Context: an optimization exercise on an open-source flow, tuned for small area. The choices shown serve that exercise and are no tape-out recipe. At most, simulation tests tie the RTL to the original design; equivalence was not proved. Power and IR drop assume default switching activity.

## north
## write
module write(input  wire         clock,
             input  wire         resetn,
             input  wire [ 63:0] m_dst_addr,
             input  wire [ 31:0] m_input_index,
             output wire [ 31:0] m_output_value,
             output reg          m_ready_out,
             input  wire         m_valid_in,
             output reg          m_valid_out,
             input  wire         m_ready_in,
             input  wire [511:0] dst_readdata,
             input  wire         dst_readdatavalid,
             input  wire         dst_waitrequest,
             output wire [ 31:0] dst_address,
             output wire         dst_read,
             output wire         dst_write,
             input  wire         dst_writeack,
             output wire [511:0] dst_writedata,
             output wire [ 63:0] dst_byteenable,
             output wire [  4:0] dst_burstcount);
clock: 4.0 ns
lec_check: 0
cap_margin: 20
core_area: 5 5 535 75
die_area: 0 0 540 80
gpl_timing_driven: 0
place_density: 0.7
setup_slack_margin: 0.2
slew_margin: 20
standard.sh (not shown) runs the stock make flow with config.mk's settings and CLKGATE_MAP_FILE= SYNTH_SCRIPT=/design/flow/synth_recipe.tcl, a recipe that flattens the netlist after the stock synthesis.
==> flow/flow/run.sh <==
#!/bin/bash
# The standard layout (standard.sh) with three choices changed:
#  - ports are buffered with the smallest buffer (buf_1);
#  - each constant is driven by one tie cell instead of one tie cell per load;
#  - the clock tree uses clkbuf_8 without dummy loads.
# make's full output goes to standard.log in this folder; each ORFS step also
# keeps its own log under orfs/logs.
set -euo pipefail
export BUFFER_PORTS_ARGS="-buffer_cell sky130_fd_sc_hd__buf_1"
export SKIP_REPAIR_TIE_FANOUT=1
export CTS_ARGS="-sink_clustering_enable -repair_clock_nets -dont_use_dummy_load -buf_list sky130_fd_sc_hd__clkbuf_8 -sink_clustering_size 40 -sink_clustering_max_diameter 150"
export PRE_GLOBAL_PLACE_TCL="$PWD/flow/pre_gpl.tcl"
bash standard.sh > standard.log 2>&1
==> flow/flow/pre_gpl.tcl <==
remove_buffers
### north -> south
--- a/flow/flow/run.sh
+++ b/flow/flow/run.sh
@@ -2 +2 @@
-# The standard layout (standard.sh) with three choices changed:
+# The standard layout (standard.sh) with these choices changed:
@@ -4,0 +5,2 @@
+#  - the synthesis buffers are removed before global placement, which then
+#    runs without its timing-driven buffering;
@@ -10,0 +13 @@
+export PRE_GLOBAL_PLACE_TCL="$PWD/flow/pre_gpl.tcl"
@@ -12 +14,0 @@
-export PRE_GLOBAL_PLACE_TCL="$PWD/flow/pre_gpl.tcl"
==> flow/flow/pre_gpl.tcl <==
# Global placement runs without timing-driven mode, which is what would
# otherwise remove the buffers synthesis put on the output ports; remove them
# here instead.
remove_buffers
[summary]
Sequential logic power of south is on par with north. Taking north as the reference, in south number of global-route vias before repair flat, length of the first detailed-routing pass in iterations roughly the same, post-route worst setup slack has remained practically unchanged, clock share of power held steady. Status: insertion delay to the later sink of the worst-skew pair parity (north, south). Reported for north and south, total global routing overflow turned out identical to the last digit. [compare] base=north new=south: instance count of the mapped netlist roughly the same, all-layer global routing usage roughly the same.


write, a different RTL version from the one above (not shown whole).
Size: ~1200 cells after synthesis, roughly 0.010 mm² of cells after synthesis.
// write
module write(input  wire         clock,
             input  wire         resetn,
             input  wire [ 63:0] m_dst_addr,
             input  wire [ 31:0] m_input_index,
             output wire [ 31:0] m_output_value,
             output reg          m_ready_out,
             input  wire         m_valid_in,
             output reg          m_valid_out,
             input  wire         m_ready_in,
             input  wire [511:0] dst_readdata,
             input  wire         dst_readdatavalid,
             input  wire         dst_waitrequest,
             output wire [ 31:0] dst_address,
             output wire         dst_read,
             output wire         dst_write,
             input  wire         dst_writeack,
             output wire [511:0] dst_writedata,
             output wire [ 63:0] dst_byteenable,
             output wire [  4:0] dst_burstcount);
==> flow/config.mk <==
export PLATFORM = sky130hd
export DESIGN_NAME = write
export DESIGN_NICKNAME = write
export VERILOG_FILES = /design/flow/design.v
export SDC_FILE = /design/flow/constraint.sdc
export NUM_CORES = 4
export LEC_CHECK = 0
export CAP_MARGIN = 20
export CORE_AREA = 5 5 455 455
export DIE_AREA = 0 0 460 460
export SLEW_MARGIN = 20
==> flow/constraint.sdc <==
create_clock -name core_clock -period 4.0 [get_ports {clock}]
set_input_delay 0.8000 -clock core_clock [delete_from_list [all_inputs] [get_ports {clock}]]
set_output_delay 0.8000 -clock core_clock [all_outputs]
set_load 0.01 [all_outputs]
==> flow/flow/run.sh <==
#!/bin/bash
# The standard layout (standard.sh), with two placement choices changed:
# ports are buffered with the smallest buffer, and each constant is driven by
# a single tie cell instead of one tie cell per load.
set -euo pipefail
export BUFFER_PORTS_ARGS="-buffer_cell sky130_fd_sc_hd__buf_1"
export SKIP_REPAIR_TIE_FANOUT=1
export CTS_ARGS="-sink_clustering_enable -repair_clock_nets -dont_use_dummy_load -buf_list sky130_fd_sc_hd__clkbuf_8 -sink_clustering_size 40 -sink_clustering_max_diameter 150"
bash standard.sh > standard.log 2>&1
The baseline finished clean.
Next try:
==> flow/flow/run.sh (replaced) <==
#!/bin/bash
# The standard layout (standard.sh), with two placement choices changed:
# ports are buffered with the smallest buffer, and each constant is driven by
# a single tie cell instead of one tie cell per load.
set -euo pipefail
export BUFFER_PORTS_ARGS="-buffer_cell sky130_fd_sc_hd__buf_1"
export SKIP_REPAIR_TIE_FANOUT=1
bash standard.sh > standard.log 2>&1
Setup slack got worse by 0.018 ns. Non-clock buffer count came out lower by 1. Core utilization came out higher by 0.20 points. Count of clock-buffer cells in the layout came out higher by 1. Wire length is about the same. Die area stays the same. Area after synthesis does not change.
Function was not checked in any run of this note: the RTL went through the layout flow alone.


Another version of the RTL of write (not shown whole).
Size: about 1,300 I/O pins, roughly 9900 µm² of cells after synthesis.
==> flow/config.mk <==
export PLATFORM = sky130hd
export DESIGN_NAME = write
export DESIGN_NICKNAME = write
export VERILOG_FILES = /design/flow/design.v
export SDC_FILE = /design/flow/constraint.sdc
export NUM_CORES = 4
export LEC_CHECK = 0
export CAP_MARGIN = 20
export CORE_AREA = 5 5 455 455
export DIE_AREA = 0 0 460 460
export PLACE_DENSITY = 0.7
export SLEW_MARGIN = 20
==> flow/constraint.sdc <==
create_clock -name core_clock -period 4.0 [get_ports {clock}]
set_input_delay 0.8000 -clock core_clock [delete_from_list [all_inputs] [get_ports {clock}]]
set_output_delay 0.8000 -clock core_clock [all_outputs]
set_load 0.01 [all_outputs]
==> flow/flow/run.sh <==
#!/bin/bash
# The standard layout (standard.sh), with two placement choices changed:
# ports are buffered with the smallest buffer, and each constant is driven by
# a single tie cell instead of one tie cell per load.
set -euo pipefail
export BUFFER_PORTS_ARGS="-buffer_cell sky130_fd_sc_hd__buf_1"
export SKIP_REPAIR_TIE_FANOUT=1
export CTS_ARGS="-sink_clustering_enable -repair_clock_nets -dont_use_dummy_load -buf_list sky130_fd_sc_hd__clkbuf_8 -sink_clustering_size 40 -sink_clustering_max_diameter 150"
bash standard.sh > standard.log 2>&1
The starting point finished with timing, DRC and antenna clean.
Edit:
--- a/flow/config.mk
+++ b/flow/config.mk
@@ -7,6 +7,5 @@
 export LEC_CHECK = 0
 export CAP_MARGIN = 20
-export CORE_AREA = 5 5 455 455
-export DIE_AREA = 0 0 460 460
-export PLACE_DENSITY = 0.7
+export CORE_AREA = 5 5 295 295
+export DIE_AREA = 0 0 300 300
 export SLEW_MARGIN = 20
With this change the flow died in I/O pin placement (3_2_place_iop).
Synthesized cell count stays the same.
Area after synthesis stays the same.
No run of this note included a check of the RTL's function; only the layout flow was run.


Another version of the RTL of write (not shown whole).
For scale: roughly 130 flip-flops, roughly 9500 um^2 of cells after synthesis.
Settings: LEC_CHECK=0, CAP_MARGIN=20, CORE_AREA=5 5 535 75, DIE_AREA=0 0 540 80, PLACE_DENSITY=0.7, SLEW_MARGIN=20; clock period 4.0 ns.
==> flow/flow/run.sh <==
#!/bin/bash
# The standard layout (standard.sh) with three choices changed:
#  - ports are buffered with the smallest buffer (buf_1);
#  - each constant is driven by one tie cell instead of one tie cell per load;
#  - the clock tree uses clkbuf_8 without dummy loads.
# make's full output goes to standard.log in this folder; each ORFS step also
# keeps its own log under orfs/logs.
set -euo pipefail
export BUFFER_PORTS_ARGS="-buffer_cell sky130_fd_sc_hd__buf_1"
export SKIP_REPAIR_TIE_FANOUT=1
export CTS_ARGS="-sink_clustering_enable -repair_clock_nets -dont_use_dummy_load -buf_list sky130_fd_sc_hd__clkbuf_8 -sink_clustering_size 40 -sink_clustering_max_diameter 150"
bash standard.sh > standard.log 2>&1
The starting point ran to the end with no violations.
==> next run, changes <==
==> flow/flow/run.sh (replaced) <==
#!/bin/bash
# The standard layout (standard.sh), with two placement choices changed:
# ports are buffered with the smallest buffer, and each constant is driven by
# a single tie cell instead of one tie cell per load.
set -euo pipefail
export BUFFER_PORTS_ARGS="-buffer_cell sky130_fd_sc_hd__buf_1"
export SKIP_REPAIR_TIE_FANOUT=1
export CTS_ARGS="-sink_clustering_enable -repair_clock_nets -dont_use_dummy_load -buf_list sky130_fd_sc_hd__clkbuf_8 -sink_clustering_size 40 -sink_clustering_max_diameter 150"
bash standard.sh > standard.log 2>&1
Outcome:
- The new run went through all stages and came out clean
- die area does not change
- design area is unchanged
- worst setup slack does not change
- utilization does not change
==> next run, changes <==
CORE_AREA = 5 5 455 455   (was 5 5 535 75)
DIE_AREA = 0 0 460 460   (was 0 0 540 80)
Result: The new run passed the timing, design-rule and antenna checks. Worst setup slack gets worse by 0.045 ns. Global-route usage went down by 11 points. Worst hold slack degrades by 0.090 ns. Synthesized area stays the same. Power rose by 0.38%. Cell count rose by 140%. Wire length rises by 29%. Clock power came out lower by about 0.5%. Final area is higher by 33%. Register-to-register slack improves by 0.33 ns.

[static timing again, ports no longer ideal]
The results above use ideal ports. As a check the final layouts listed here were re-extracted and re-timed, cells and wires unchanged. Step 1 (the two cells are an assumption about what drives the block):
set clk [get_ports {clock}]
set_driving_cell -lib_cell sky130_fd_sc_hd__clkbuf_16 $clk
set_driving_cell -lib_cell sky130_fd_sc_hd__buf_2 [delete_from_list [all_inputs] $clk]
Step 2, shift: input delay + t, output delay - t, t = (earliest + latest rising clock arrival at the registers) / 2. This alone moves slack from input paths to output paths. Three values: no drivers, after step 1, after step 2; two values: the first two.
| run | t (ns) | slack for setup (ns) | worst hold slack (ns) | worst setup path after step 2 | pins driven straight from the clock port |
|---|---|---|---|---|---|
| north | 0.465 | 0.220 / 0.190 / 0.655 | 0.499 / 0.499 / 0.499 | register to output | 1 |
| south | 0.465 | 0.220 / 0.190 / 0.655 | 0.499 / 0.499 / 0.499 | register to output | 1 |
| the first run of note 2 | 0.533 | 0.223 / 0.183 / 0.716 | 0.458 / 0.458 / 0.458 | register to output | 1 |
| the second run of note 2 | 0.493 | 0.205 / 0.163 / 0.656 | 0.452 / 0.452 / 0.452 | register to output | 1 |
| the first run of note 3 | 0.609 | 0.251 / 0.192 / 0.488 | 0.406 / 0.387 / 0.453 | input to register | 1 |
| the first run of note 4 | 0.484 | 0.579 / 0.553 / 0.113 | 0.504 / 0.515 / 0.537 | input to register | 1 |
| the second run of note 4 | 0.484 | 0.579 / 0.553 / 0.113 | 0.504 / 0.515 / 0.537 | input to register | 1 |
| the third run of note 4 | 0.501 | 0.534 / 0.476 / 0.575 | 0.414 / 0.414 / 0.414 | input to register | 1 |
After both steps setup and hold are still met in every run listed.
